This is an optimization exercise on Yosys and OpenROAD, whose aim is small area and a short achievable clock period, not a production implementation. Function not checked in this run: the RTL went through the layout flow alone. Power and IR drop assume default switching activity.

===== flow/config.mk =====
export PLATFORM = sky130hd
export DESIGN_NAME = fpga_top
export DESIGN_NICKNAME = fpga_top
export VERILOG_FILES = /design/flow/design.v
export SDC_FILE = /design/flow/constraint.sdc
export NUM_CORES = 4
export LEC_CHECK = 0
export CAP_MARGIN = 20
export CORE_MARGIN = 2
export CORE_UTILIZATION = 40
export SLEW_MARGIN = 20

===== flow/constraint.sdc =====
create_clock -name core_clock -period 10.0 [get_ports {clk}]
set_input_delay 2.0000 -clock core_clock [delete_from_list [all_inputs] [get_ports {clk}]]
set_output_delay 2.0000 -clock core_clock [all_outputs]
set_load 0.01 [all_outputs]

===== flow/design.v =====
module fpga_top (clk, rstn, addr, we, dx, dw, dt, out);
  input clk;
  input we;
  input [255:0] dx;
  input [255:0] dw;
  input [15:0] dt;
  input [2:0] addr;
  input rstn;
  output out;
  wire [255:0] xn = dx ~^ dw;
  reg [255:0] p1;
  wire s1, c2;
  wire s3, c4;
  wire s5, c6;
  wire s7, c8;
  wire s9, c10;
  wire s11, c12;
  wire s13, c14;
  wire s15, c16;
  wire s17, c18;
  wire s19, c20;
  wire s21, c22;
  wire s23, c24;
  wire s25, c26;
  wire s27, c28;
  wire s29, c30;
  wire s31, c32;
  wire s33, c34;
  wire s35, c36;
  wire s37, c38;
  wire s39, c40;
  wire s41, c42;
  wire s43, c44;
  wire s45, c46;
  wire s47, c48;
  wire s49, c50;
  wire s51, c52;
  wire s53, c54;
  wire s55, c56;
  wire s57, c58;
  wire s59, c60;
  wire s61, c62;
  wire s63, c64;
  wire s65, c66;
  wire s67, c68;
  wire s69, c70;
  wire s71, c72;
  wire s73, c74;
  wire s75, c76;
  wire s77, c78;
  wire s79, c80;
  wire s81, c82;
  wire s83, c84;
  wire s85, c86;
  wire s87, c88;
  wire s89, c90;
  wire s91, c92;
  wire s93, c94;
  wire s95, c96;
  wire s97, c98;
  wire s99, c100;
  wire s101, c102;
  wire s103, c104;
  wire s105, c106;
  wire s107, c108;
  wire s109, c110;
  wire s111, c112;
  wire s113, c114;
  wire s115, c116;
  wire s117, c118;
  wire s119, c120;
  wire s121, c122;
  wire s123, c124;
  wire s125, c126;
  wire s127, c128;
  wire s129, c130;
  wire s131, c132;
  wire s133, c134;
  wire s135, c136;
  wire s137, c138;
  wire s139, c140;
  wire s141, c142;
  wire s143, c144;
  wire s145, c146;
  wire s147, c148;
  wire s149, c150;
  wire s151, c152;
  wire s153, c154;
  wire s155, c156;
  wire s157, c158;
  wire s159, c160;
  wire s161, c162;
  wire s163, c164;
  wire s165, c166;
  wire s167, c168;
  wire s169, c170;
  wire s171, c172;
  wire s173, c174;
  wire s175, c176;
  wire s177, c178;
  wire s179, c180;
  wire s181, c182;
  wire s183, c184;
  wire s185, c186;
  wire s187, c188;
  wire s189, c190;
  wire s191, c192;
  wire s193, c194;
  wire s195, c196;
  wire s197, c198;
  wire s199, c200;
  wire s201, c202;
  wire s203, c204;
  wire s205, c206;
  wire s207, c208;
  wire s209, c210;
  wire s211, c212;
  wire s213, c214;
  wire s215, c216;
  wire s217, c218;
  wire s219, c220;
  wire s221, c222;
  wire s223, c224;
  wire s225, c226;
  wire s227, c228;
  wire s229, c230;
  wire s231, c232;
  wire s233, c234;
  wire s235, c236;
  wire s237, c238;
  wire s239, c240;
  wire s241, c242;
  wire s243, c244;
  wire s245, c246;
  wire s247, c248;
  wire s249, c250;
  wire s251, c252;
  wire s253, c254;
  wire s255, c256;
  wire s257, c258;
  wire s259, c260;
  wire s261, c262;
  wire s263, c264;
  wire s265, c266;
  wire s267, c268;
  wire s269, c270;
  wire s271, c272;
  wire s273, c274;
  wire s275, c276;
  wire s277, c278;
  wire s279, c280;
  wire s281, c282;
  wire s283, c284;
  wire s285, c286;
  wire s287, c288;
  wire s289, c290;
  wire s291, c292;
  wire s293, c294;
  wire s295, c296;
  wire s297, c298;
  wire s299, c300;
  wire s301, c302;
  wire s303, c304;
  wire s305, c306;
  wire s307, c308;
  wire s309, c310;
  wire s311, c312;
  wire s313, c314;
  wire s315, c316;
  wire s317, c318;
  wire s319, c320;
  wire s321, c322;
  wire s323, c324;
  wire s325, c326;
  wire s327, c328;
  wire s329, c330;
  wire s331, c332;
  wire s333, c334;
  wire s335, c336;
  wire s337, c338;
  wire s339, c340;
  wire s341, c342;
  wire s343, c344;
  wire s345, c346;
  wire s347, c348;
  wire s349, c350;
  wire s351, c352;
  wire s353, c354;
  wire s355, c356;
  wire s357, c358;
  wire s359, c360;
  wire s361, c362;
  wire s363, c364;
  wire s365, c366;
  wire s367, c368;
  wire s369, c370;
  wire s371, c372;
  wire s373, c374;
  wire s375, c376;
  wire s377, c378;
  wire s379, c380;
  wire s381, c382;
  wire s383, c384;
  wire s385, c386;
  wire s387, c388;
  wire s389, c390;
  wire s391, c392;
  wire s393, c394;
  wire s395, c396;
  wire s397, c398;
  wire s399, c400;
  wire s401, c402;
  wire s403, c404;
  wire s405, c406;
  wire s407, c408;
  wire s409, c410;
  wire s411, c412;
  wire s413, c414;
  wire s415, c416;
  wire s417, c418;
  wire s419, c420;
  wire s421, c422;
  wire s423, c424;
  wire s425, c426;
  wire s427, c428;
  wire s429, c430;
  wire s431, c432;
  wire s433, c434;
  wire s435, c436;
  wire s437, c438;
  wire s439, c440;
  wire s441, c442;
  wire s443, c444;
  wire s445, c446;
  wire s447, c448;
  wire s449, c450;
  wire s451, c452;
  wire s453, c454;
  wire s455, c456;
  wire s457, c458;
  wire s459, c460;
  wire s461, c462;
  wire s463, c464;
  wire s465, c466;
  wire s467, c468;
  wire s469, c470;
  reg [26:0] p2;
  wire s471, c472;
  wire s473, c474;
  wire s475, c476;
  wire s477, c478;
  wire s479, c480;
  wire s481, c482;
  wire s483, c484;
  wire s485, c486;
  wire s487, c488;
  wire s489, c490;
  wire s491, c492;
  wire s493, c494;
  wire s495, c496;
  wire s497, c498;
  wire s499, c500;
  wire s501, c502;
  reg [15:0] wt1;
  reg wv1; reg [2:0] wa1;
  reg wv2; reg [2:0] wa2;
  assign s1 = p1[0] ^ p1[1] ^ p1[2];
  assign c2 = (p1[0] & p1[1]) | (p1[0] & p1[2]) | (p1[1] & p1[2]);
  assign s3 = p1[3] ^ p1[4] ^ p1[5];
  assign c4 = (p1[3] & p1[4]) | (p1[3] & p1[5]) | (p1[4] & p1[5]);
  assign s5 = p1[6] ^ p1[7] ^ p1[8];
  assign c6 = (p1[6] & p1[7]) | (p1[6] & p1[8]) | (p1[7] & p1[8]);
  assign s7 = p1[9] ^ p1[10] ^ p1[11];
  assign c8 = (p1[9] & p1[10]) | (p1[9] & p1[11]) | (p1[10] & p1[11]);
  assign s9 = p1[12] ^ p1[13] ^ p1[14];
  assign c10 = (p1[12] & p1[13]) | (p1[12] & p1[14]) | (p1[13] & p1[14]);
  assign s11 = p1[15] ^ p1[16] ^ p1[17];
  assign c12 = (p1[15] & p1[16]) | (p1[15] & p1[17]) | (p1[16] & p1[17]);
  assign s13 = p1[18] ^ p1[19] ^ p1[20];
  assign c14 = (p1[18] & p1[19]) | (p1[18] & p1[20]) | (p1[19] & p1[20]);
  assign s15 = p1[21] ^ p1[22] ^ p1[23];
  assign c16 = (p1[21] & p1[22]) | (p1[21] & p1[23]) | (p1[22] & p1[23]);
  assign s17 = p1[24] ^ p1[25] ^ p1[26];
  assign c18 = (p1[24] & p1[25]) | (p1[24] & p1[26]) | (p1[25] & p1[26]);
  assign s19 = p1[27] ^ p1[28] ^ p1[29];
  assign c20 = (p1[27] & p1[28]) | (p1[27] & p1[29]) | (p1[28] & p1[29]);
  assign s21 = p1[30] ^ p1[31] ^ p1[32];
  assign c22 = (p1[30] & p1[31]) | (p1[30] & p1[32]) | (p1[31] & p1[32]);
  assign s23 = p1[33] ^ p1[34] ^ p1[35];
  assign c24 = (p1[33] & p1[34]) | (p1[33] & p1[35]) | (p1[34] & p1[35]);
  assign s25 = p1[36] ^ p1[37] ^ p1[38];
  assign c26 = (p1[36] & p1[37]) | (p1[36] & p1[38]) | (p1[37] & p1[38]);
  assign s27 = p1[39] ^ p1[40] ^ p1[41];
  assign c28 = (p1[39] & p1[40]) | (p1[39] & p1[41]) | (p1[40] & p1[41]);
  assign s29 = p1[42] ^ p1[43] ^ p1[44];
  assign c30 = (p1[42] & p1[43]) | (p1[42] & p1[44]) | (p1[43] & p1[44]);
  assign s31 = p1[45] ^ p1[46] ^ p1[47];
  assign c32 = (p1[45] & p1[46]) | (p1[45] & p1[47]) | (p1[46] & p1[47]);
  assign s33 = p1[48] ^ p1[49] ^ p1[50];
  assign c34 = (p1[48] & p1[49]) | (p1[48] & p1[50]) | (p1[49] & p1[50]);
  assign s35 = p1[51] ^ p1[52] ^ p1[53];
  assign c36 = (p1[51] & p1[52]) | (p1[51] & p1[53]) | (p1[52] & p1[53]);
  assign s37 = p1[54] ^ p1[55] ^ p1[56];
  assign c38 = (p1[54] & p1[55]) | (p1[54] & p1[56]) | (p1[55] & p1[56]);
  assign s39 = p1[57] ^ p1[58] ^ p1[59];
  assign c40 = (p1[57] & p1[58]) | (p1[57] & p1[59]) | (p1[58] & p1[59]);
  assign s41 = p1[60] ^ p1[61] ^ p1[62];
  assign c42 = (p1[60] & p1[61]) | (p1[60] & p1[62]) | (p1[61] & p1[62]);
  assign s43 = p1[63] ^ p1[64] ^ p1[65];
  assign c44 = (p1[63] & p1[64]) | (p1[63] & p1[65]) | (p1[64] & p1[65]);
  assign s45 = p1[66] ^ p1[67] ^ p1[68];
  assign c46 = (p1[66] & p1[67]) | (p1[66] & p1[68]) | (p1[67] & p1[68]);
  assign s47 = p1[69] ^ p1[70] ^ p1[71];
  assign c48 = (p1[69] & p1[70]) | (p1[69] & p1[71]) | (p1[70] & p1[71]);
  assign s49 = p1[72] ^ p1[73] ^ p1[74];
  assign c50 = (p1[72] & p1[73]) | (p1[72] & p1[74]) | (p1[73] & p1[74]);
  assign s51 = p1[75] ^ p1[76] ^ p1[77];
  assign c52 = (p1[75] & p1[76]) | (p1[75] & p1[77]) | (p1[76] & p1[77]);
  assign s53 = p1[78] ^ p1[79] ^ p1[80];
  assign c54 = (p1[78] & p1[79]) | (p1[78] & p1[80]) | (p1[79] & p1[80]);
  assign s55 = p1[81] ^ p1[82] ^ p1[83];
  assign c56 = (p1[81] & p1[82]) | (p1[81] & p1[83]) | (p1[82] & p1[83]);
  assign s57 = p1[84] ^ p1[85] ^ p1[86];
  assign c58 = (p1[84] & p1[85]) | (p1[84] & p1[86]) | (p1[85] & p1[86]);
  assign s59 = p1[87] ^ p1[88] ^ p1[89];
  assign c60 = (p1[87] & p1[88]) | (p1[87] & p1[89]) | (p1[88] & p1[89]);
  assign s61 = p1[90] ^ p1[91] ^ p1[92];
  assign c62 = (p1[90] & p1[91]) | (p1[90] & p1[92]) | (p1[91] & p1[92]);
  assign s63 = p1[93] ^ p1[94] ^ p1[95];
  assign c64 = (p1[93] & p1[94]) | (p1[93] & p1[95]) | (p1[94] & p1[95]);
  assign s65 = p1[96] ^ p1[97] ^ p1[98];
  assign c66 = (p1[96] & p1[97]) | (p1[96] & p1[98]) | (p1[97] & p1[98]);
  assign s67 = p1[99] ^ p1[100] ^ p1[101];
  assign c68 = (p1[99] & p1[100]) | (p1[99] & p1[101]) | (p1[100] & p1[101]);
  assign s69 = p1[102] ^ p1[103] ^ p1[104];
  assign c70 = (p1[102] & p1[103]) | (p1[102] & p1[104]) | (p1[103] & p1[104]);
  assign s71 = p1[105] ^ p1[106] ^ p1[107];
  assign c72 = (p1[105] & p1[106]) | (p1[105] & p1[107]) | (p1[106] & p1[107]);
  assign s73 = p1[108] ^ p1[109] ^ p1[110];
  assign c74 = (p1[108] & p1[109]) | (p1[108] & p1[110]) | (p1[109] & p1[110]);
  assign s75 = p1[111] ^ p1[112] ^ p1[113];
  assign c76 = (p1[111] & p1[112]) | (p1[111] & p1[113]) | (p1[112] & p1[113]);
  assign s77 = p1[114] ^ p1[115] ^ p1[116];
  assign c78 = (p1[114] & p1[115]) | (p1[114] & p1[116]) | (p1[115] & p1[116]);
  assign s79 = p1[117] ^ p1[118] ^ p1[119];
  assign c80 = (p1[117] & p1[118]) | (p1[117] & p1[119]) | (p1[118] & p1[119]);
  assign s81 = p1[120] ^ p1[121] ^ p1[122];
  assign c82 = (p1[120] & p1[121]) | (p1[120] & p1[122]) | (p1[121] & p1[122]);
  assign s83 = p1[123] ^ p1[124] ^ p1[125];
  assign c84 = (p1[123] & p1[124]) | (p1[123] & p1[125]) | (p1[124] & p1[125]);
  assign s85 = p1[126] ^ p1[127] ^ p1[128];
  assign c86 = (p1[126] & p1[127]) | (p1[126] & p1[128]) | (p1[127] & p1[128]);
  assign s87 = p1[129] ^ p1[130] ^ p1[131];
  assign c88 = (p1[129] & p1[130]) | (p1[129] & p1[131]) | (p1[130] & p1[131]);
  assign s89 = p1[132] ^ p1[133] ^ p1[134];
  assign c90 = (p1[132] & p1[133]) | (p1[132] & p1[134]) | (p1[133] & p1[134]);
  assign s91 = p1[135] ^ p1[136] ^ p1[137];
  assign c92 = (p1[135] & p1[136]) | (p1[135] & p1[137]) | (p1[136] & p1[137]);
  assign s93 = p1[138] ^ p1[139] ^ p1[140];
  assign c94 = (p1[138] & p1[139]) | (p1[138] & p1[140]) | (p1[139] & p1[140]);
  assign s95 = p1[141] ^ p1[142] ^ p1[143];
  assign c96 = (p1[141] & p1[142]) | (p1[141] & p1[143]) | (p1[142] & p1[143]);
  assign s97 = p1[144] ^ p1[145] ^ p1[146];
  assign c98 = (p1[144] & p1[145]) | (p1[144] & p1[146]) | (p1[145] & p1[146]);
  assign s99 = p1[147] ^ p1[148] ^ p1[149];
  assign c100 = (p1[147] & p1[148]) | (p1[147] & p1[149]) | (p1[148] & p1[149]);
  assign s101 = p1[150] ^ p1[151] ^ p1[152];
  assign c102 = (p1[150] & p1[151]) | (p1[150] & p1[152]) | (p1[151] & p1[152]);
  assign s103 = p1[153] ^ p1[154] ^ p1[155];
  assign c104 = (p1[153] & p1[154]) | (p1[153] & p1[155]) | (p1[154] & p1[155]);
  assign s105 = p1[156] ^ p1[157] ^ p1[158];
  assign c106 = (p1[156] & p1[157]) | (p1[156] & p1[158]) | (p1[157] & p1[158]);
  assign s107 = p1[159] ^ p1[160] ^ p1[161];
  assign c108 = (p1[159] & p1[160]) | (p1[159] & p1[161]) | (p1[160] & p1[161]);
  assign s109 = p1[162] ^ p1[163] ^ p1[164];
  assign c110 = (p1[162] & p1[163]) | (p1[162] & p1[164]) | (p1[163] & p1[164]);
  assign s111 = p1[165] ^ p1[166] ^ p1[167];
  assign c112 = (p1[165] & p1[166]) | (p1[165] & p1[167]) | (p1[166] & p1[167]);
  assign s113 = p1[168] ^ p1[169] ^ p1[170];
  assign c114 = (p1[168] & p1[169]) | (p1[168] & p1[170]) | (p1[169] & p1[170]);
  assign s115 = p1[171] ^ p1[172] ^ p1[173];
  assign c116 = (p1[171] & p1[172]) | (p1[171] & p1[173]) | (p1[172] & p1[173]);
  assign s117 = p1[174] ^ p1[175] ^ p1[176];
  assign c118 = (p1[174] & p1[175]) | (p1[174] & p1[176]) | (p1[175] & p1[176]);
  assign s119 = p1[177] ^ p1[178] ^ p1[179];
  assign c120 = (p1[177] & p1[178]) | (p1[177] & p1[179]) | (p1[178] & p1[179]);
  assign s121 = p1[180] ^ p1[181] ^ p1[182];
  assign c122 = (p1[180] & p1[181]) | (p1[180] & p1[182]) | (p1[181] & p1[182]);
  assign s123 = p1[183] ^ p1[184] ^ p1[185];
  assign c124 = (p1[183] & p1[184]) | (p1[183] & p1[185]) | (p1[184] & p1[185]);
  assign s125 = p1[186] ^ p1[187] ^ p1[188];
  assign c126 = (p1[186] & p1[187]) | (p1[186] & p1[188]) | (p1[187] & p1[188]);
  assign s127 = p1[189] ^ p1[190] ^ p1[191];
  assign c128 = (p1[189] & p1[190]) | (p1[189] & p1[191]) | (p1[190] & p1[191]);
  assign s129 = p1[192] ^ p1[193] ^ p1[194];
  assign c130 = (p1[192] & p1[193]) | (p1[192] & p1[194]) | (p1[193] & p1[194]);
  assign s131 = p1[195] ^ p1[196] ^ p1[197];
  assign c132 = (p1[195] & p1[196]) | (p1[195] & p1[197]) | (p1[196] & p1[197]);
  assign s133 = p1[198] ^ p1[199] ^ p1[200];
  assign c134 = (p1[198] & p1[199]) | (p1[198] & p1[200]) | (p1[199] & p1[200]);
  assign s135 = p1[201] ^ p1[202] ^ p1[203];
  assign c136 = (p1[201] & p1[202]) | (p1[201] & p1[203]) | (p1[202] & p1[203]);
  assign s137 = p1[204] ^ p1[205] ^ p1[206];
  assign c138 = (p1[204] & p1[205]) | (p1[204] & p1[206]) | (p1[205] & p1[206]);
  assign s139 = p1[207] ^ p1[208] ^ p1[209];
  assign c140 = (p1[207] & p1[208]) | (p1[207] & p1[209]) | (p1[208] & p1[209]);
  assign s141 = p1[210] ^ p1[211] ^ p1[212];
  assign c142 = (p1[210] & p1[211]) | (p1[210] & p1[212]) | (p1[211] & p1[212]);
  assign s143 = p1[213] ^ p1[214] ^ p1[215];
  assign c144 = (p1[213] & p1[214]) | (p1[213] & p1[215]) | (p1[214] & p1[215]);
  assign s145 = p1[216] ^ p1[217] ^ p1[218];
  assign c146 = (p1[216] & p1[217]) | (p1[216] & p1[218]) | (p1[217] & p1[218]);
  assign s147 = p1[219] ^ p1[220] ^ p1[221];
  assign c148 = (p1[219] & p1[220]) | (p1[219] & p1[221]) | (p1[220] & p1[221]);
  assign s149 = p1[222] ^ p1[223] ^ p1[224];
  assign c150 = (p1[222] & p1[223]) | (p1[222] & p1[224]) | (p1[223] & p1[224]);
  assign s151 = p1[225] ^ p1[226] ^ p1[227];
  assign c152 = (p1[225] & p1[226]) | (p1[225] & p1[227]) | (p1[226] & p1[227]);
  assign s153 = p1[228] ^ p1[229] ^ p1[230];
  assign c154 = (p1[228] & p1[229]) | (p1[228] & p1[230]) | (p1[229] & p1[230]);
  assign s155 = p1[231] ^ p1[232] ^ p1[233];
  assign c156 = (p1[231] & p1[232]) | (p1[231] & p1[233]) | (p1[232] & p1[233]);
  assign s157 = p1[234] ^ p1[235] ^ p1[236];
  assign c158 = (p1[234] & p1[235]) | (p1[234] & p1[236]) | (p1[235] & p1[236]);
  assign s159 = p1[237] ^ p1[238] ^ p1[239];
  assign c160 = (p1[237] & p1[238]) | (p1[237] & p1[239]) | (p1[238] & p1[239]);
  assign s161 = p1[240] ^ p1[241] ^ p1[242];
  assign c162 = (p1[240] & p1[241]) | (p1[240] & p1[242]) | (p1[241] & p1[242]);
  assign s163 = p1[243] ^ p1[244] ^ p1[245];
  assign c164 = (p1[243] & p1[244]) | (p1[243] & p1[245]) | (p1[244] & p1[245]);
  assign s165 = p1[246] ^ p1[247] ^ p1[248];
  assign c166 = (p1[246] & p1[247]) | (p1[246] & p1[248]) | (p1[247] & p1[248]);
  assign s167 = p1[249] ^ p1[250] ^ p1[251];
  assign c168 = (p1[249] & p1[250]) | (p1[249] & p1[251]) | (p1[250] & p1[251]);
  assign s169 = p1[252] ^ p1[253] ^ p1[254];
  assign c170 = (p1[252] & p1[253]) | (p1[252] & p1[254]) | (p1[253] & p1[254]);
  assign s171 = s1 ^ s3 ^ s5;
  assign c172 = (s1 & s3) | (s1 & s5) | (s3 & s5);
  assign s173 = s7 ^ s9 ^ s11;
  assign c174 = (s7 & s9) | (s7 & s11) | (s9 & s11);
  assign s175 = s13 ^ s15 ^ s17;
  assign c176 = (s13 & s15) | (s13 & s17) | (s15 & s17);
  assign s177 = s19 ^ s21 ^ s23;
  assign c178 = (s19 & s21) | (s19 & s23) | (s21 & s23);
  assign s179 = s25 ^ s27 ^ s29;
  assign c180 = (s25 & s27) | (s25 & s29) | (s27 & s29);
  assign s181 = s31 ^ s33 ^ s35;
  assign c182 = (s31 & s33) | (s31 & s35) | (s33 & s35);
  assign s183 = s37 ^ s39 ^ s41;
  assign c184 = (s37 & s39) | (s37 & s41) | (s39 & s41);
  assign s185 = s43 ^ s45 ^ s47;
  assign c186 = (s43 & s45) | (s43 & s47) | (s45 & s47);
  assign s187 = s49 ^ s51 ^ s53;
  assign c188 = (s49 & s51) | (s49 & s53) | (s51 & s53);
  assign s189 = s55 ^ s57 ^ s59;
  assign c190 = (s55 & s57) | (s55 & s59) | (s57 & s59);
  assign s191 = s61 ^ s63 ^ s65;
  assign c192 = (s61 & s63) | (s61 & s65) | (s63 & s65);
  assign s193 = s67 ^ s69 ^ s71;
  assign c194 = (s67 & s69) | (s67 & s71) | (s69 & s71);
  assign s195 = s73 ^ s75 ^ s77;
  assign c196 = (s73 & s75) | (s73 & s77) | (s75 & s77);
  assign s197 = s79 ^ s81 ^ s83;
  assign c198 = (s79 & s81) | (s79 & s83) | (s81 & s83);
  assign s199 = s85 ^ s87 ^ s89;
  assign c200 = (s85 & s87) | (s85 & s89) | (s87 & s89);
  assign s201 = s91 ^ s93 ^ s95;
  assign c202 = (s91 & s93) | (s91 & s95) | (s93 & s95);
  assign s203 = s97 ^ s99 ^ s101;
  assign c204 = (s97 & s99) | (s97 & s101) | (s99 & s101);
  assign s205 = s103 ^ s105 ^ s107;
  assign c206 = (s103 & s105) | (s103 & s107) | (s105 & s107);
  assign s207 = s109 ^ s111 ^ s113;
  assign c208 = (s109 & s111) | (s109 & s113) | (s111 & s113);
  assign s209 = s115 ^ s117 ^ s119;
  assign c210 = (s115 & s117) | (s115 & s119) | (s117 & s119);
  assign s211 = s121 ^ s123 ^ s125;
  assign c212 = (s121 & s123) | (s121 & s125) | (s123 & s125);
  assign s213 = s127 ^ s129 ^ s131;
  assign c214 = (s127 & s129) | (s127 & s131) | (s129 & s131);
  assign s215 = s133 ^ s135 ^ s137;
  assign c216 = (s133 & s135) | (s133 & s137) | (s135 & s137);
  assign s217 = s139 ^ s141 ^ s143;
  assign c218 = (s139 & s141) | (s139 & s143) | (s141 & s143);
  assign s219 = s145 ^ s147 ^ s149;
  assign c220 = (s145 & s147) | (s145 & s149) | (s147 & s149);
  assign s221 = s151 ^ s153 ^ s155;
  assign c222 = (s151 & s153) | (s151 & s155) | (s153 & s155);
  assign s223 = s157 ^ s159 ^ s161;
  assign c224 = (s157 & s159) | (s157 & s161) | (s159 & s161);
  assign s225 = s163 ^ s165 ^ s167;
  assign c226 = (s163 & s165) | (s163 & s167) | (s165 & s167);
  assign s227 = s169 ^ p1[255];
  assign c228 = s169 & p1[255];
  assign s229 = c2 ^ c4 ^ c6;
  assign c230 = (c2 & c4) | (c2 & c6) | (c4 & c6);
  assign s231 = c8 ^ c10 ^ c12;
  assign c232 = (c8 & c10) | (c8 & c12) | (c10 & c12);
  assign s233 = c14 ^ c16 ^ c18;
  assign c234 = (c14 & c16) | (c14 & c18) | (c16 & c18);
  assign s235 = c20 ^ c22 ^ c24;
  assign c236 = (c20 & c22) | (c20 & c24) | (c22 & c24);
  assign s237 = c26 ^ c28 ^ c30;
  assign c238 = (c26 & c28) | (c26 & c30) | (c28 & c30);
  assign s239 = c32 ^ c34 ^ c36;
  assign c240 = (c32 & c34) | (c32 & c36) | (c34 & c36);
  assign s241 = c38 ^ c40 ^ c42;
  assign c242 = (c38 & c40) | (c38 & c42) | (c40 & c42);
  assign s243 = c44 ^ c46 ^ c48;
  assign c244 = (c44 & c46) | (c44 & c48) | (c46 & c48);
  assign s245 = c50 ^ c52 ^ c54;
  assign c246 = (c50 & c52) | (c50 & c54) | (c52 & c54);
  assign s247 = c56 ^ c58 ^ c60;
  assign c248 = (c56 & c58) | (c56 & c60) | (c58 & c60);
  assign s249 = c62 ^ c64 ^ c66;
  assign c250 = (c62 & c64) | (c62 & c66) | (c64 & c66);
  assign s251 = c68 ^ c70 ^ c72;
  assign c252 = (c68 & c70) | (c68 & c72) | (c70 & c72);
  assign s253 = c74 ^ c76 ^ c78;
  assign c254 = (c74 & c76) | (c74 & c78) | (c76 & c78);
  assign s255 = c80 ^ c82 ^ c84;
  assign c256 = (c80 & c82) | (c80 & c84) | (c82 & c84);
  assign s257 = c86 ^ c88 ^ c90;
  assign c258 = (c86 & c88) | (c86 & c90) | (c88 & c90);
  assign s259 = c92 ^ c94 ^ c96;
  assign c260 = (c92 & c94) | (c92 & c96) | (c94 & c96);
  assign s261 = c98 ^ c100 ^ c102;
  assign c262 = (c98 & c100) | (c98 & c102) | (c100 & c102);
  assign s263 = c104 ^ c106 ^ c108;
  assign c264 = (c104 & c106) | (c104 & c108) | (c106 & c108);
  assign s265 = c110 ^ c112 ^ c114;
  assign c266 = (c110 & c112) | (c110 & c114) | (c112 & c114);
  assign s267 = c116 ^ c118 ^ c120;
  assign c268 = (c116 & c118) | (c116 & c120) | (c118 & c120);
  assign s269 = c122 ^ c124 ^ c126;
  assign c270 = (c122 & c124) | (c122 & c126) | (c124 & c126);
  assign s271 = c128 ^ c130 ^ c132;
  assign c272 = (c128 & c130) | (c128 & c132) | (c130 & c132);
  assign s273 = c134 ^ c136 ^ c138;
  assign c274 = (c134 & c136) | (c134 & c138) | (c136 & c138);
  assign s275 = c140 ^ c142 ^ c144;
  assign c276 = (c140 & c142) | (c140 & c144) | (c142 & c144);
  assign s277 = c146 ^ c148 ^ c150;
  assign c278 = (c146 & c148) | (c146 & c150) | (c148 & c150);
  assign s279 = c152 ^ c154 ^ c156;
  assign c280 = (c152 & c154) | (c152 & c156) | (c154 & c156);
  assign s281 = c158 ^ c160 ^ c162;
  assign c282 = (c158 & c160) | (c158 & c162) | (c160 & c162);
  assign s283 = c164 ^ c166 ^ c168;
  assign c284 = (c164 & c166) | (c164 & c168) | (c166 & c168);
  assign s285 = s171 ^ s173 ^ s175;
  assign c286 = (s171 & s173) | (s171 & s175) | (s173 & s175);
  assign s287 = s177 ^ s179 ^ s181;
  assign c288 = (s177 & s179) | (s177 & s181) | (s179 & s181);
  assign s289 = s183 ^ s185 ^ s187;
  assign c290 = (s183 & s185) | (s183 & s187) | (s185 & s187);
  assign s291 = s189 ^ s191 ^ s193;
  assign c292 = (s189 & s191) | (s189 & s193) | (s191 & s193);
  assign s293 = s195 ^ s197 ^ s199;
  assign c294 = (s195 & s197) | (s195 & s199) | (s197 & s199);
  assign s295 = s201 ^ s203 ^ s205;
  assign c296 = (s201 & s203) | (s201 & s205) | (s203 & s205);
  assign s297 = s207 ^ s209 ^ s211;
  assign c298 = (s207 & s209) | (s207 & s211) | (s209 & s211);
  assign s299 = s213 ^ s215 ^ s217;
  assign c300 = (s213 & s215) | (s213 & s217) | (s215 & s217);
  assign s301 = s219 ^ s221 ^ s223;
  assign c302 = (s219 & s221) | (s219 & s223) | (s221 & s223);
  assign s303 = s225 ^ s227;
  assign c304 = s225 & s227;
  assign s305 = c172 ^ c174 ^ c176;
  assign c306 = (c172 & c174) | (c172 & c176) | (c174 & c176);
  assign s307 = c178 ^ c180 ^ c182;
  assign c308 = (c178 & c180) | (c178 & c182) | (c180 & c182);
  assign s309 = c184 ^ c186 ^ c188;
  assign c310 = (c184 & c186) | (c184 & c188) | (c186 & c188);
  assign s311 = c190 ^ c192 ^ c194;
  assign c312 = (c190 & c192) | (c190 & c194) | (c192 & c194);
  assign s313 = c196 ^ c198 ^ c200;
  assign c314 = (c196 & c198) | (c196 & c200) | (c198 & c200);
  assign s315 = c202 ^ c204 ^ c206;
  assign c316 = (c202 & c204) | (c202 & c206) | (c204 & c206);
  assign s317 = c208 ^ c210 ^ c212;
  assign c318 = (c208 & c210) | (c208 & c212) | (c210 & c212);
  assign s319 = c214 ^ c216 ^ c218;
  assign c320 = (c214 & c216) | (c214 & c218) | (c216 & c218);
  assign s321 = c220 ^ c222 ^ c224;
  assign c322 = (c220 & c222) | (c220 & c224) | (c222 & c224);
  assign s323 = c226 ^ c228 ^ s229;
  assign c324 = (c226 & c228) | (c226 & s229) | (c228 & s229);
  assign s325 = s231 ^ s233 ^ s235;
  assign c326 = (s231 & s233) | (s231 & s235) | (s233 & s235);
  assign s327 = s237 ^ s239 ^ s241;
  assign c328 = (s237 & s239) | (s237 & s241) | (s239 & s241);
  assign s329 = s243 ^ s245 ^ s247;
  assign c330 = (s243 & s245) | (s243 & s247) | (s245 & s247);
  assign s331 = s249 ^ s251 ^ s253;
  assign c332 = (s249 & s251) | (s249 & s253) | (s251 & s253);
  assign s333 = s255 ^ s257 ^ s259;
  assign c334 = (s255 & s257) | (s255 & s259) | (s257 & s259);
  assign s335 = s261 ^ s263 ^ s265;
  assign c336 = (s261 & s263) | (s261 & s265) | (s263 & s265);
  assign s337 = s267 ^ s269 ^ s271;
  assign c338 = (s267 & s269) | (s267 & s271) | (s269 & s271);
  assign s339 = s273 ^ s275 ^ s277;
  assign c340 = (s273 & s275) | (s273 & s277) | (s275 & s277);
  assign s341 = s279 ^ s281 ^ s283;
  assign c342 = (s279 & s281) | (s279 & s283) | (s281 & s283);
  assign s343 = c230 ^ c232 ^ c234;
  assign c344 = (c230 & c232) | (c230 & c234) | (c232 & c234);
  assign s345 = c236 ^ c238 ^ c240;
  assign c346 = (c236 & c238) | (c236 & c240) | (c238 & c240);
  assign s347 = c242 ^ c244 ^ c246;
  assign c348 = (c242 & c244) | (c242 & c246) | (c244 & c246);
  assign s349 = c248 ^ c250 ^ c252;
  assign c350 = (c248 & c250) | (c248 & c252) | (c250 & c252);
  assign s351 = c254 ^ c256 ^ c258;
  assign c352 = (c254 & c256) | (c254 & c258) | (c256 & c258);
  assign s353 = c260 ^ c262 ^ c264;
  assign c354 = (c260 & c262) | (c260 & c264) | (c262 & c264);
  assign s355 = c266 ^ c268 ^ c270;
  assign c356 = (c266 & c268) | (c266 & c270) | (c268 & c270);
  assign s357 = c272 ^ c274 ^ c276;
  assign c358 = (c272 & c274) | (c272 & c276) | (c274 & c276);
  assign s359 = c278 ^ c280 ^ c282;
  assign c360 = (c278 & c280) | (c278 & c282) | (c280 & c282);
  assign s361 = s285 ^ s287 ^ s289;
  assign c362 = (s285 & s287) | (s285 & s289) | (s287 & s289);
  assign s363 = s291 ^ s293 ^ s295;
  assign c364 = (s291 & s293) | (s291 & s295) | (s293 & s295);
  assign s365 = s297 ^ s299 ^ s301;
  assign c366 = (s297 & s299) | (s297 & s301) | (s299 & s301);
  assign s367 = c286 ^ c288 ^ c290;
  assign c368 = (c286 & c288) | (c286 & c290) | (c288 & c290);
  assign s369 = c292 ^ c294 ^ c296;
  assign c370 = (c292 & c294) | (c292 & c296) | (c294 & c296);
  assign s371 = c298 ^ c300 ^ c302;
  assign c372 = (c298 & c300) | (c298 & c302) | (c300 & c302);
  assign s373 = c304 ^ s305 ^ s307;
  assign c374 = (c304 & s305) | (c304 & s307) | (s305 & s307);
  assign s375 = s309 ^ s311 ^ s313;
  assign c376 = (s309 & s311) | (s309 & s313) | (s311 & s313);
  assign s377 = s315 ^ s317 ^ s319;
  assign c378 = (s315 & s317) | (s315 & s319) | (s317 & s319);
  assign s379 = s321 ^ s323 ^ s325;
  assign c380 = (s321 & s323) | (s321 & s325) | (s323 & s325);
  assign s381 = s327 ^ s329 ^ s331;
  assign c382 = (s327 & s329) | (s327 & s331) | (s329 & s331);
  assign s383 = s333 ^ s335 ^ s337;
  assign c384 = (s333 & s335) | (s333 & s337) | (s335 & s337);
  assign s385 = s339 ^ s341 ^ c170;
  assign c386 = (s339 & s341) | (s339 & c170) | (s341 & c170);
  assign s387 = c306 ^ c308 ^ c310;
  assign c388 = (c306 & c308) | (c306 & c310) | (c308 & c310);
  assign s389 = c312 ^ c314 ^ c316;
  assign c390 = (c312 & c314) | (c312 & c316) | (c314 & c316);
  assign s391 = c318 ^ c320 ^ c322;
  assign c392 = (c318 & c320) | (c318 & c322) | (c320 & c322);
  assign s393 = c324 ^ c326 ^ c328;
  assign c394 = (c324 & c326) | (c324 & c328) | (c326 & c328);
  assign s395 = c330 ^ c332 ^ c334;
  assign c396 = (c330 & c332) | (c330 & c334) | (c332 & c334);
  assign s397 = c336 ^ c338 ^ c340;
  assign c398 = (c336 & c338) | (c336 & c340) | (c338 & c340);
  assign s399 = c342 ^ s343 ^ s345;
  assign c400 = (c342 & s343) | (c342 & s345) | (s343 & s345);
  assign s401 = s347 ^ s349 ^ s351;
  assign c402 = (s347 & s349) | (s347 & s351) | (s349 & s351);
  assign s403 = s353 ^ s355 ^ s357;
  assign c404 = (s353 & s355) | (s353 & s357) | (s355 & s357);
  assign s405 = s359 ^ c284;
  assign c406 = s359 & c284;
  assign s407 = c344 ^ c346 ^ c348;
  assign c408 = (c344 & c346) | (c344 & c348) | (c346 & c348);
  assign s409 = c350 ^ c352 ^ c354;
  assign c410 = (c350 & c352) | (c350 & c354) | (c352 & c354);
  assign s411 = c356 ^ c358 ^ c360;
  assign c412 = (c356 & c358) | (c356 & c360) | (c358 & c360);
  assign s413 = s361 ^ s363 ^ s365;
  assign c414 = (s361 & s363) | (s361 & s365) | (s363 & s365);
  assign s415 = c362 ^ c364 ^ c366;
  assign c416 = (c362 & c364) | (c362 & c366) | (c364 & c366);
  assign s417 = s367 ^ s369 ^ s371;
  assign c418 = (s367 & s369) | (s367 & s371) | (s369 & s371);
  assign s419 = s373 ^ s375 ^ s377;
  assign c420 = (s373 & s375) | (s373 & s377) | (s375 & s377);
  assign s421 = s379 ^ s381 ^ s383;
  assign c422 = (s379 & s381) | (s379 & s383) | (s381 & s383);
  assign s423 = c368 ^ c370 ^ c372;
  assign c424 = (c368 & c370) | (c368 & c372) | (c370 & c372);
  assign s425 = c374 ^ c376 ^ c378;
  assign c426 = (c374 & c376) | (c374 & c378) | (c376 & c378);
  assign s427 = c380 ^ c382 ^ c384;
  assign c428 = (c380 & c382) | (c380 & c384) | (c382 & c384);
  assign s429 = c386 ^ s387 ^ s389;
  assign c430 = (c386 & s387) | (c386 & s389) | (s387 & s389);
  assign s431 = s391 ^ s393 ^ s395;
  assign c432 = (s391 & s393) | (s391 & s395) | (s393 & s395);
  assign s433 = s397 ^ s399 ^ s401;
  assign c434 = (s397 & s399) | (s397 & s401) | (s399 & s401);
  assign s435 = s403 ^ s405;
  assign c436 = s403 & s405;
  assign s437 = c388 ^ c390 ^ c392;
  assign c438 = (c388 & c390) | (c388 & c392) | (c390 & c392);
  assign s439 = c394 ^ c396 ^ c398;
  assign c440 = (c394 & c396) | (c394 & c398) | (c396 & c398);
  assign s441 = c400 ^ c402 ^ c404;
  assign c442 = (c400 & c402) | (c400 & c404) | (c402 & c404);
  assign s443 = c406 ^ s407 ^ s409;
  assign c444 = (c406 & s407) | (c406 & s409) | (s407 & s409);
  assign s445 = c408 ^ c410 ^ c412;
  assign c446 = (c408 & c410) | (c408 & c412) | (c410 & c412);
  assign s447 = c414 ^ s415 ^ s417;
  assign c448 = (c414 & s415) | (c414 & s417) | (s415 & s417);
  assign s449 = s419 ^ s421 ^ s385;
  assign c450 = (s419 & s421) | (s419 & s385) | (s421 & s385);
  assign s451 = c416 ^ c418 ^ c420;
  assign c452 = (c416 & c418) | (c416 & c420) | (c418 & c420);
  assign s453 = c422 ^ s423 ^ s425;
  assign c454 = (c422 & s423) | (c422 & s425) | (s423 & s425);
  assign s455 = s427 ^ s429 ^ s431;
  assign c456 = (s427 & s429) | (s427 & s431) | (s429 & s431);
  assign s457 = s433 ^ s435;
  assign c458 = s433 & s435;
  assign s459 = c424 ^ c426 ^ c428;
  assign c460 = (c424 & c426) | (c424 & c428) | (c426 & c428);
  assign s461 = c430 ^ c432 ^ c434;
  assign c462 = (c430 & c432) | (c430 & c434) | (c432 & c434);
  assign s463 = c436 ^ s437 ^ s439;
  assign c464 = (c436 & s437) | (c436 & s439) | (s437 & s439);
  assign s465 = s441 ^ s443 ^ s411;
  assign c466 = (s441 & s443) | (s441 & s411) | (s443 & s411);
  assign s467 = c438 ^ c440 ^ c442;
  assign c468 = (c438 & c440) | (c438 & c442) | (c440 & c442);
  assign s469 = c444 ^ s445;
  assign c470 = c444 & s445;
  assign s471 = p2[4] ^ p2[5] ^ p2[6];
  assign c472 = (p2[4] & p2[5]) | (p2[4] & p2[6]) | (p2[5] & p2[6]);
  assign s473 = p2[7] ^ p2[8] ^ p2[9];
  assign c474 = (p2[7] & p2[8]) | (p2[7] & p2[9]) | (p2[8] & p2[9]);
  assign s475 = p2[10] ^ p2[11] ^ p2[12];
  assign c476 = (p2[10] & p2[11]) | (p2[10] & p2[12]) | (p2[11] & p2[12]);
  assign s477 = p2[13] ^ p2[14] ^ p2[15];
  assign c478 = (p2[13] & p2[14]) | (p2[13] & p2[15]) | (p2[14] & p2[15]);
  assign s479 = p2[16] ^ p2[17];
  assign c480 = p2[16] & p2[17];
  assign s481 = p2[18] ^ p2[19] ^ p2[20];
  assign c482 = (p2[18] & p2[19]) | (p2[18] & p2[20]) | (p2[19] & p2[20]);
  assign s483 = p2[21] ^ p2[22] ^ p2[23];
  assign c484 = (p2[21] & p2[22]) | (p2[21] & p2[23]) | (p2[22] & p2[23]);
  assign s485 = p2[24] ^ p2[25] ^ p2[26];
  assign c486 = (p2[24] & p2[25]) | (p2[24] & p2[26]) | (p2[25] & p2[26]);
  assign s487 = c472 ^ c474 ^ s475;
  assign c488 = (c472 & c474) | (c472 & s475) | (c474 & s475);
  assign s489 = s477 ^ s479;
  assign c490 = s477 & s479;
  assign s491 = c476 ^ c478 ^ c480;
  assign c492 = (c476 & c478) | (c476 & c480) | (c478 & c480);
  assign s493 = s481 ^ s483;
  assign c494 = s481 & s483;
  assign s495 = c482 ^ c484 ^ s485;
  assign c496 = (c482 & c484) | (c482 & s485) | (c484 & s485);
  assign s497 = c488 ^ c490 ^ s491;
  assign c498 = (c488 & c490) | (c488 & s491) | (c490 & s491);
  assign s499 = c492 ^ c494 ^ s495;
  assign c500 = (c492 & c494) | (c492 & s495) | (c494 & s495);
  assign s501 = c500 ^ c496 ^ c486;
  assign c502 = (c500 & c496) | (c500 & c486) | (c496 & c486);
  wire [7:0] ra = {c502, s501, c498, s497, s487, s471, p2[2], p2[0]};
  wire [7:0] rb = {1'b0, 1'b0, s499, s493, s489, s473, p2[3], p2[1]};
  wire [8:0] fsum = ra + rb;
  wire [8:0] fpop = fsum[8:0];
  always @(posedge clk) begin
    p1[0] <= xn[0];
    p1[1] <= xn[1];
    p1[2] <= xn[2];
    p1[3] <= xn[3];
    p1[4] <= xn[4];
    p1[5] <= xn[5];
    p1[6] <= xn[6];
    p1[7] <= xn[7];
    p1[8] <= xn[8];
    p1[9] <= xn[9];
    p1[10] <= xn[10];
    p1[11] <= xn[11];
    p1[12] <= xn[12];
    p1[13] <= xn[13];
    p1[14] <= xn[14];
    p1[15] <= xn[15];
    p1[16] <= xn[16];
    p1[17] <= xn[17];
    p1[18] <= xn[18];
    p1[19] <= xn[19];
    p1[20] <= xn[20];
    p1[21] <= xn[21];
    p1[22] <= xn[22];
    p1[23] <= xn[23];
    p1[24] <= xn[24];
    p1[25] <= xn[25];
    p1[26] <= xn[26];
    p1[27] <= xn[27];
    p1[28] <= xn[28];
    p1[29] <= xn[29];
    p1[30] <= xn[30];
    p1[31] <= xn[31];
    p1[32] <= xn[32];
    p1[33] <= xn[33];
    p1[34] <= xn[34];
    p1[35] <= xn[35];
    p1[36] <= xn[36];
    p1[37] <= xn[37];
    p1[38] <= xn[38];
    p1[39] <= xn[39];
    p1[40] <= xn[40];
    p1[41] <= xn[41];
    p1[42] <= xn[42];
    p1[43] <= xn[43];
    p1[44] <= xn[44];
    p1[45] <= xn[45];
    p1[46] <= xn[46];
    p1[47] <= xn[47];
    p1[48] <= xn[48];
    p1[49] <= xn[49];
    p1[50] <= xn[50];
    p1[51] <= xn[51];
    p1[52] <= xn[52];
    p1[53] <= xn[53];
    p1[54] <= xn[54];
    p1[55] <= xn[55];
    p1[56] <= xn[56];
    p1[57] <= xn[57];
    p1[58] <= xn[58];
    p1[59] <= xn[59];
    p1[60] <= xn[60];
    p1[61] <= xn[61];
    p1[62] <= xn[62];
    p1[63] <= xn[63];
    p1[64] <= xn[64];
    p1[65] <= xn[65];
    p1[66] <= xn[66];
    p1[67] <= xn[67];
    p1[68] <= xn[68];
    p1[69] <= xn[69];
    p1[70] <= xn[70];
    p1[71] <= xn[71];
    p1[72] <= xn[72];
    p1[73] <= xn[73];
    p1[74] <= xn[74];
    p1[75] <= xn[75];
    p1[76] <= xn[76];
    p1[77] <= xn[77];
    p1[78] <= xn[78];
    p1[79] <= xn[79];
    p1[80] <= xn[80];
    p1[81] <= xn[81];
    p1[82] <= xn[82];
    p1[83] <= xn[83];
    p1[84] <= xn[84];
    p1[85] <= xn[85];
    p1[86] <= xn[86];
    p1[87] <= xn[87];
    p1[88] <= xn[88];
    p1[89] <= xn[89];
    p1[90] <= xn[90];
    p1[91] <= xn[91];
    p1[92] <= xn[92];
    p1[93] <= xn[93];
    p1[94] <= xn[94];
    p1[95] <= xn[95];
    p1[96] <= xn[96];
    p1[97] <= xn[97];
    p1[98] <= xn[98];
    p1[99] <= xn[99];
    p1[100] <= xn[100];
    p1[101] <= xn[101];
    p1[102] <= xn[102];
    p1[103] <= xn[103];
    p1[104] <= xn[104];
    p1[105] <= xn[105];
    p1[106] <= xn[106];
    p1[107] <= xn[107];
    p1[108] <= xn[108];
    p1[109] <= xn[109];
    p1[110] <= xn[110];
    p1[111] <= xn[111];
    p1[112] <= xn[112];
    p1[113] <= xn[113];
    p1[114] <= xn[114];
    p1[115] <= xn[115];
    p1[116] <= xn[116];
    p1[117] <= xn[117];
    p1[118] <= xn[118];
    p1[119] <= xn[119];
    p1[120] <= xn[120];
    p1[121] <= xn[121];
    p1[122] <= xn[122];
    p1[123] <= xn[123];
    p1[124] <= xn[124];
    p1[125] <= xn[125];
    p1[126] <= xn[126];
    p1[127] <= xn[127];
    p1[128] <= xn[128];
    p1[129] <= xn[129];
    p1[130] <= xn[130];
    p1[131] <= xn[131];
    p1[132] <= xn[132];
    p1[133] <= xn[133];
    p1[134] <= xn[134];
    p1[135] <= xn[135];
    p1[136] <= xn[136];
    p1[137] <= xn[137];
    p1[138] <= xn[138];
    p1[139] <= xn[139];
    p1[140] <= xn[140];
    p1[141] <= xn[141];
    p1[142] <= xn[142];
    p1[143] <= xn[143];
    p1[144] <= xn[144];
    p1[145] <= xn[145];
    p1[146] <= xn[146];
    p1[147] <= xn[147];
    p1[148] <= xn[148];
    p1[149] <= xn[149];
    p1[150] <= xn[150];
    p1[151] <= xn[151];
    p1[152] <= xn[152];
    p1[153] <= xn[153];
    p1[154] <= xn[154];
    p1[155] <= xn[155];
    p1[156] <= xn[156];
    p1[157] <= xn[157];
    p1[158] <= xn[158];
    p1[159] <= xn[159];
    p1[160] <= xn[160];
    p1[161] <= xn[161];
    p1[162] <= xn[162];
    p1[163] <= xn[163];
    p1[164] <= xn[164];
    p1[165] <= xn[165];
    p1[166] <= xn[166];
    p1[167] <= xn[167];
    p1[168] <= xn[168];
    p1[169] <= xn[169];
    p1[170] <= xn[170];
    p1[171] <= xn[171];
    p1[172] <= xn[172];
    p1[173] <= xn[173];
    p1[174] <= xn[174];
    p1[175] <= xn[175];
    p1[176] <= xn[176];
    p1[177] <= xn[177];
    p1[178] <= xn[178];
    p1[179] <= xn[179];
    p1[180] <= xn[180];
    p1[181] <= xn[181];
    p1[182] <= xn[182];
    p1[183] <= xn[183];
    p1[184] <= xn[184];
    p1[185] <= xn[185];
    p1[186] <= xn[186];
    p1[187] <= xn[187];
    p1[188] <= xn[188];
    p1[189] <= xn[189];
    p1[190] <= xn[190];
    p1[191] <= xn[191];
    p1[192] <= xn[192];
    p1[193] <= xn[193];
    p1[194] <= xn[194];
    p1[195] <= xn[195];
    p1[196] <= xn[196];
    p1[197] <= xn[197];
    p1[198] <= xn[198];
    p1[199] <= xn[199];
    p1[200] <= xn[200];
    p1[201] <= xn[201];
    p1[202] <= xn[202];
    p1[203] <= xn[203];
    p1[204] <= xn[204];
    p1[205] <= xn[205];
    p1[206] <= xn[206];
    p1[207] <= xn[207];
    p1[208] <= xn[208];
    p1[209] <= xn[209];
    p1[210] <= xn[210];
    p1[211] <= xn[211];
    p1[212] <= xn[212];
    p1[213] <= xn[213];
    p1[214] <= xn[214];
    p1[215] <= xn[215];
    p1[216] <= xn[216];
    p1[217] <= xn[217];
    p1[218] <= xn[218];
    p1[219] <= xn[219];
    p1[220] <= xn[220];
    p1[221] <= xn[221];
    p1[222] <= xn[222];
    p1[223] <= xn[223];
    p1[224] <= xn[224];
    p1[225] <= xn[225];
    p1[226] <= xn[226];
    p1[227] <= xn[227];
    p1[228] <= xn[228];
    p1[229] <= xn[229];
    p1[230] <= xn[230];
    p1[231] <= xn[231];
    p1[232] <= xn[232];
    p1[233] <= xn[233];
    p1[234] <= xn[234];
    p1[235] <= xn[235];
    p1[236] <= xn[236];
    p1[237] <= xn[237];
    p1[238] <= xn[238];
    p1[239] <= xn[239];
    p1[240] <= xn[240];
    p1[241] <= xn[241];
    p1[242] <= xn[242];
    p1[243] <= xn[243];
    p1[244] <= xn[244];
    p1[245] <= xn[245];
    p1[246] <= xn[246];
    p1[247] <= xn[247];
    p1[248] <= xn[248];
    p1[249] <= xn[249];
    p1[250] <= xn[250];
    p1[251] <= xn[251];
    p1[252] <= xn[252];
    p1[253] <= xn[253];
    p1[254] <= xn[254];
    p1[255] <= xn[255];
    p2[0] <= s413;
    p2[1] <= s303;
    p2[2] <= s447;
    p2[3] <= s449;
    p2[4] <= c448;
    p2[5] <= c450;
    p2[6] <= s451;
    p2[7] <= s453;
    p2[8] <= s455;
    p2[9] <= s457;
    p2[10] <= c452;
    p2[11] <= c454;
    p2[12] <= c456;
    p2[13] <= c458;
    p2[14] <= s459;
    p2[15] <= s461;
    p2[16] <= s463;
    p2[17] <= s465;
    p2[18] <= c460;
    p2[19] <= c462;
    p2[20] <= c464;
    p2[21] <= c466;
    p2[22] <= s467;
    p2[23] <= s469;
    p2[24] <= c468;
    p2[25] <= c470;
    p2[26] <= c446;
    wv1 <= we; wa1 <= addr; wt1 <= dt;
    wv2 <= wv1; wa2 <= wa1;
  end
  reg [8:0]  pmem [0:7];
  reg [15:0] tmem [0:7];
  always @(posedge clk) begin
    if (wv1) tmem[wa1] <= wt1;
    if (wv2) pmem[wa2] <= fpop;
  end
  reg [2:0] R;
  reg fresh;
  reg [8:0] XPp;
  reg [15:0] XPt;
  reg [8:0] Y;
  reg [15:0] S;
  reg outr;
  wire [15:0] XRt = fresh ? tmem[R] : XPt;
  wire byp = wv2 && (wa2 == R);
  wire [8:0] XRp = fresh ? (byp ? fpop : pmem[R]) : XPp;
  wire [15:0] Snext = S + {7'd0, Y};
  always @(posedge clk) begin
    if (!we) R <= addr;
    fresh <= ~we;
    XPp <= XRp;
    XPt <= XRt;
    if (rstn) begin
      Y <= 9'd0;
      S <= 16'd0;
      outr <= 1'b0;
    end else begin
      Y <= XPp;
      S <= Snext;
      outr <= Snext > XRt;
    end
  end
  assign out = outr;
endmodule

===== flow/run.sh =====
#!/bin/bash
# synth_recipe.tcl (not shown) runs the flow's synth.tcl, then flattens the netlist and writes it again
# the make line also repeats each setting of config.mk as NAME=value (left out here)
make -C /OpenROAD-flow-scripts/flow DESIGN_CONFIG=/design/flow/config.mk WORK_HOME=/design/flow/orfs CLKGATE_MAP_FILE= SYNTH_SCRIPT=/design/flow/synth_recipe.tcl finish

==> results_dict.tcl <==
set metrics [dict create \
    cts_root_buffer "clkbuf_16" \
    drc 0 \
    fin_setup_tns_ns 0 \
    die_y_microns 255.6 \
    relSlewSlack_pct 29.65 \
    seq_area_frac_synth_pct 53.05 \
    async_flop_share_pct 0 \
    coreArea_sq_um 62850 \
    clock_latency_ns 0.63 \
    hp-class "flip-flop to flip-flop" \
    fin_ws_ns 6.250 \
    area_growth_pct 32.79 \
    synth_cells 1779 \
    criticalPathCategory "flip-flop to flip-flop" \
    peakVddDrop_v 0.0005161 \
    path_max_fanout 1 \
    numPortBuffers 534 \
    ioPinCount 535 \
    p_leak_nw 13.56 \
    share_comb_of_total_power_pct 49.8 \
    nFillCells 5366 \
    syn_avg_cell_area_sq_um 14.23 \
    rsz0062_at_grt "false" \
    fin_crit_ns 3.750 \
    startpoint_type "flip-flop" \
    clk_pin_slew_ns 0.06 \
    clkPwrFrac_pct 18.6 \
    cp_data_required_time_ns 10.50 \
    hpwlAfterDp_mm 50.34 \
    met1_length_mm 22.91 \
    p_sw_mw 4.398 \
    fin_area_sq_um 33630 \
    synth.distinct_cells 52 \
    cell_internal_pwr_mw 7.004 \
    vias 14040 \
    holdBufCountCts 0 \
    first_pass_iters 4 \
    finalWirelength_mm 61.23 \
    finalHoldViolations 0 \
    grt_max_degree 42 \
    fin_hold_ws_ns 0.3672 \
    gp_congestion 0.8654 \
    maxCapViolations 0 \
    antenna_found_initial 9 \
    final-max-slew-violation-count 0 \
    final_cells 3261 \
    yosys_warnings 1 \
    drive_above_1_share_pct 7.552 \
    drtAntennaViolNets 0 \
    syn_nets 2597 \
    outcome "timing/DRC/antenna clean" \
    pre_cts_ws_ns 6.227 \
    ys_ff_latch 565 \
    initial_core_util_pct 40.29 \
    cts_resized 0 \
    power.density_nw_per_um2 339.1 \
    h-tree-depth 2 \
    wire_per_inst_microns 18.78 \
    routed.top_layer "met5" \
    dieArea_sq_um 65330 \
    cts.sinks 565 \
    cts_tree "yes" \
    syn-cell-area_sq_um 25320 \
    met2_length_mm 33.99 \
    min_period_over_period_pct 37.50 \
    placed_cells 3145 \
    grt_pass1_vias 16160 \
    finalSetupViolCount 0 \
    cts_buffers 58 \
    clk_path_buf_depth 3 \
    rows 92 \
    post_cts_buffers 0 \
    gr-total-overflow 0 \
    grt_use_total_pct 19.14 \
    drtIter0Drc 428 \
    fmax_mhz 266.7 \
    synth-main-ff-cell "dfxtp_1" \
    worstMarginPinSlew_ns 1.054 \
    swShare_pct 38.57 \
    cp.arrival_ns 4.25 \
    fin_skew_ns 0.02802 \
    synth-edff-count 212 \
    vias_per_cell 4.305 \
    cp-end-kind "flip-flop" \
    wl_met3_mm 2.770 \
    die_w_microns 255.6 \
    grt_pass1_wl_mm 93.53 \
    p_seq_share_pct 31.6 \
    nNetsFinal 3178 \
    place_area_sq_um 31690 \
]
[Yosys cell counts (3+ instances only)]
master / instances / area (sq um)
dfxtp_1: 353 / 7067
inv_1: 338 / 1269
xnor2_1: 267 / 2338
fa_1: 244 / 4885
edfxtp_1: 212 / 6366
nor2_1: 60 / 225.2
mux4_2: 49 / 1104
ha_1: 40 / 500.5
mux2i_1: 25 / 250.2
nor2b_1: 24 / 150.1
a21oi_1: 21 / 105.1
a21o_1: 20 / 150.1
nand2_1: 20 / 75.07
buf_2: 11 / 55.05
mux2_2: 9 / 101.4
nand2b_1: 8 / 50.05
xor2_1: 7 / 61.31
nand4_1: 6 / 37.54
nor3_1: 6 / 30.03
o21a_1: 6 / 45.04
clkbuf_1: 4 / 15.01
o21ai_0: 4 / 20.02
o21ai_1: 4 / 20.02
a211oi_1: 3 / 22.52
[sequential cells by signal, summed over array words and instances (netlist names), named ones only]
| register | flops |
|---|---|
| fresh | 1 |
| XPp | 9 |
| wt1 | 16 |
| outr | 1 |
| wv1 | 1 |
| p2 | 27 |
| R | 3 |
| Y | 9 |
| p1 | 256 |
| pmem | 72 |
| wv2 | 1 |
| tmem | 128 |
| wa2 | 3 |
| S | 16 |
| wa1 | 3 |
| XPt | 16 |
[cell type report]
class                           instances  area [sq um]  share of cell area, %
Sequential cell                       565         13440                  39.96
Multi-Input combinational cell        853         10510                  31.27
Timing Repair Buffer                  542          5416                  16.11
Clock buffer                           76          1579                  4.696
Inverter                              340          1276                  3.795
Tap cell                              846          1059                  3.148
Clock inverter                         34         334.1                 0.9935
Antenna cell                            5         12.51                0.03721
[path summary, 6_finish.rpt]
kind                start    end  slack, ns  cells past startpoint
setup / recovery  p1[240]  p2[2]       6.25                      8
hold / removal        wv1    wv2       0.37                      0
setup reg to reg  p1[240]  p2[2]       6.25                      8
hold reg to reg       wv1    wv2       0.37                      0
[stage by stage]
| step | util [%] | power, mW |
|---|---|---|
| 2_1_floorplan | - | 7.387 |
| 3_3_place_gp | 50.38 | 9.260 |
| 3_5_place_dp | 50.43 | 9.460 |
| 4_1_cts | 53.47 | 11.62 |
| 5_1_grt | 53.50 | 12.54 |
| 6_report | 53.50 | 11.40 |
[cell families (layout without fill, tap and decap cells)]
group,count (synthesis),count (layout),synth area share (%)
flops,565,565,53.05
buf+inv,361,992,5.638
fa+ha+maj,284,284,21.27
xor+xnor,274,274,9.477
simple gates,133,133,2.510
mux,86,86,5.954
compound gates,76,76,2.105
other cells,0,5,0
[power by group through the flow]
stage                     sequential, mW  clock (mW)  combinational [mW]
after detailed placement            3.65           0                5.81
after global placement              3.65           0                5.61
final                               3.60        2.12                5.68
after global routing                3.62        2.28                6.64
after floorplan                     3.61           0                3.78
after CTS                           3.60        2.18                5.84
[worst max-delay path, cell delays in order (launching register included)]
cell and delay, ns:
dfxtp_1 0.32, fa_1 0.53, inv_1 0.05, fa_1 0.55
fa_1 0.49, fa_1 0.59, fa_1 0.56, inv_1 0.06
fa_1 0.47
[cells in the final DEF, fill, tap and decap left out, types with 24 or more instances in the layout]
| master | Yosys | routed |
|---|---|---|
| clkdlybuf4s50_1 | 0 | 534 |
| dfxtp_1 | 353 | 351 |
| inv_1 | 338 | 338 |
| xnor2_1 | 267 | 267 |
| fa_1 | 244 | 244 |
| edfxtp_1 | 212 | 212 |
| clkbuf_16 | 0 | 58 |
| nor2_1 | 60 | 54 |
| mux4_2 | 49 | 49 |
| ha_1 | 40 | 40 |
| mux2i_1 | 25 | 25 |
| nor2b_1 | 24 | 24 |
[per-layer routing]
metal	track usage, %	vias up
met5	0	-
met4	5.880	6
met3	3.377	90
li1	-	6791
met1	21.60	6810
met2	36.48	340

[separate check: timing with driven ports]
The results above use ideal ports. As a check the final layout listed here was re-extracted and re-timed, cells and wires unchanged.
Step 1, drivers: a clkbuf_16 drives clk and a buf_2 each remaining input, both assumed.
Step 2 moves the port delays by t, midway between the first and last clock arrival at a register: inputs arrive t later, outputs are due t later. That takes back most of the time a late clock gives input paths.
Slacks: ideal / step 1 / step 2; pairs: ideal / step 1.
t (ns): 0.677
setup WS [ns]: 6.250 / 6.250 / 6.250
worst data-port slew with drivers (ns): 0.13
pins driven straight from the clock port: 1
After both steps this run still meets setup and hold. For this run, drivers alone change the setup slack by 0.000 ns; drivers and shift together by 0.000 ns.
